Source: an optimization exercise on an open RTL-to-GDS flow (aim: small area, a short achievable clock period and few clock cycles per item). Production flows keep margins and buffers that such runs may drop.
Only simulation tests tie the RTL to the original design; equivalence was not proved.

## run A
## UT_TOP
module UT_TOP (
    clk,
    rst_n,
    in_valid,
    in_time,
    out_valid,
    out_display,
    out_day
);
Size in the first run: roughly 80 flip-flops, ~42 I/O pins, roughly 6300 um^2 of cells after synthesis.
clock: 15.0 ns
lec_check: 0
abc_area: 1
cap_margin: 20
core_margin: 2
core_utilization: 40
slew_margin: 20
standard.sh (not shown) runs the stock make flow with config.mk's settings and CLKGATE_MAP_FILE= SYNTH_SCRIPT=/design/flow/synth_recipe.tcl, a recipe that flattens the netlist after the stock synthesis.
==> flow/flow/run.sh <==
#!/bin/bash
# The standard layout, with timing repair aiming at 11.2 ns of setup slack
# instead of 0, and the port buffers made with buf_4 cells; the clock and the
# constraints stay the design's.
set -o pipefail
bash standard.sh SETUP_SLACK_MARGIN=11.2 "BUFFER_PORTS_ARGS=-buffer_cell sky130_fd_sc_hd__buf_4" finish > standard.log 2>&1
Testbench counts of run A, summed over its fixed seeds: cycles 55,200, items 2,400.
--- input diff run A..run B ---
==> flow/flow/run.sh <==
#!/bin/bash
# The standard layout, with timing repair aiming at 11.0 ns of setup slack
# instead of 0, and the port buffers made with buf_4 cells; the clock and the
# constraints stay the design's.
set -o pipefail
bash standard.sh SETUP_SLACK_MARGIN=11.0 "BUFFER_PORTS_ARGS=-buffer_cell sky130_fd_sc_hd__buf_4" finish > standard.log 2>&1
==> comparison <==
Of run B and run A, the lower net count reported at finish belongs to run B. Compared with run A, run B shows portion of the layout cell area used by non-clock buffers lower by 2.4 points. The worst hold slack number comes out higher for run A vs run B. Run B ended up with a lower global-route usage over all layers than run A did. In run B, the setup slack after layout came out 0.013 ns below the value in run A. Lower shortest clock period the worst path allows after layout goes to run A over run B. Final instance area improves in run B relative to run A. Against run A, run B comes in 680 um lower on total wire length after detailed routing.
Modified inputs, run C compared to run B
==> flow/flow/run.sh <==
#!/bin/bash
# The standard layout, with timing repair aiming at 10.8 ns of setup slack
# instead of 0, and the port buffers made with buf_4 cells; the clock and the
# constraints stay the design's.
set -o pipefail
bash standard.sh SETUP_SLACK_MARGIN=10.8 "BUFFER_PORTS_ARGS=-buffer_cell sky130_fd_sc_hd__buf_4" finish > standard.log 2>&1
[summary]
- | per-cell via count in the routed design | run B vs run C | ≈ equal |
- Run C leaves less setup margin than run B.
- In the final design statistics, run C uses fewer standard cells in total than run B.
- On relative slew slack, the lower figure sits with run B, not run C.
- Routed wire in run C totals less than in run B.
- [compare] base=run B new=run C: post-synthesis instance area neither gained nor lost much.
- For run B, the critical path class was flop to output port, unlike run C, where it was flop to flop.
- Taking run B as the reference, in run C area added between synthesis and finish went down; logic depth of the worst path, buffers included went up.
- Summary — post-layout utilization of the core, run C relative to run B: lower, by 1.1 points.
Inputs modified between run C and run D:
==> flow/flow/run.sh <==
#!/bin/bash
# The standard layout, with timing repair aiming at 11.0 ns of setup slack
# instead of 0, and the port buffers made with buf_1 cells; the clock and the
# constraints stay the design's.
set -o pipefail
bash standard.sh SETUP_SLACK_MARGIN=11.0 "BUFFER_PORTS_ARGS=-buffer_cell sky130_fd_sc_hd__buf_1" finish > standard.log 2>&1
Changes observed in run D relative to run C: global-route usage went up 0.50 points; worst-case setup slack after placement went down 0.0045 ns; final design utilization went down 0.34 points; timing-limited maximum frequency went up 3.5%; wire length went up about 0.9%. Run D: PASS, flow complete, no timing, DRC or antenna violations. Going from run C to run D, design area shrank slightly. In run D, the critical path depth came out 24 below the value in run C. Count of plain and timing-repair buffers in the layout (higher): run D.
Changes in run E relative to run D:
==> flow/flow/run.sh <==
#!/bin/bash
# The standard layout, with timing repair aiming at 11.0 ns of setup slack
# instead of 0, and the port buffers made with buf_2 cells; the clock and the
# constraints stay the design's.
set -o pipefail
bash standard.sh SETUP_SLACK_MARGIN=11.0 "BUFFER_PORTS_ARGS=-buffer_cell sky130_fd_sc_hd__buf_2" finish > standard.log 2>&1
Results
Compared with run D, run E shows via count of the first global-routing pass higher by 161.
Global routing met3 resource utilization: run E vs run D — no meaningful difference
The final period demand of the worst path number comes out lower for run D vs run E.
Compared to run D, run E has slew at the pin closest to its max-slew limit 0.11 ns lower.
--- input diff run E..run F ---
Settings: GPL_ROUTABILITY_DRIVEN now 0, previously not set.
==> flow/flow/run.sh <==
#!/bin/bash
# The standard layout, with timing repair aiming at 11.0 ns of setup slack
# instead of 0, and the port buffers made with buf_1 cells; placement not routability driven.
# The clock and the constraints stay the design's.
set -o pipefail
bash standard.sh SETUP_SLACK_MARGIN=11.0 "BUFFER_PORTS_ARGS=-buffer_cell sky130_fd_sc_hd__buf_1"  finish > standard.log 2>&1
--- outcome ---
Of run E and run F, run E shows the higher number of non-clock buffers, with run F below it. Run F closes out successfully: all stages finished, all timing, DRC and antenna checks passed. Delta (run F minus run E): post-route core utilization -0.75 points, via count +51, placement-stage worst setup slack -0.021 ns. For delay of the slowest cell on the worst path, run F and run E come out practically identical. Global-route usage in run F is 0.33 points below run E. Run E has a higher relative area change from synthesis to final layout than run F. Between run F and run E, the worst path required time figures differ only marginally.

## separate check: timing with driven ports
The flow's constraints put no driver on any port. The routed layouts listed below were extracted and timed again, unchanged, in two steps. Step 1: set_driving_cell puts a clkbuf_16 on clk and a buf_2 on each other input, an assumption about the parent block. Step 2 adds t to the input delays and takes it off the output delays; t is the mean of the earliest and latest rising clock arrival at the registers after step 1. Input paths then give back, and output paths get back, about the clock's delay inside the block. a / b / c = no drivers / after step 1 / after step 2; a / b = the first two.
run | t, ns | setup WS [ns] | worst hold slack (ns)
run A | 0.400 | 11.157 / 11.112 / 11.169 | 0.512 / 0.512 / 0.512
run B | 0.385 | 11.144 / 11.105 / 11.193 | 0.493 / 0.493 / 0.493
run C | 0.383 | 11.027 / 11.027 / 11.027 | 0.493 / 0.493 / 0.493
run D | 0.387 | 11.162 / 11.119 / 11.198 | 0.502 / 0.502 / 0.502
run E | 0.392 | 11.141 / 11.096 / 11.201 | 0.509 / 0.509 / 0.509
run F | 0.387 | 11.162 / 11.119 / 11.198 | 0.502 / 0.502 / 0.502
After both steps setup and hold are still met in every run listed.
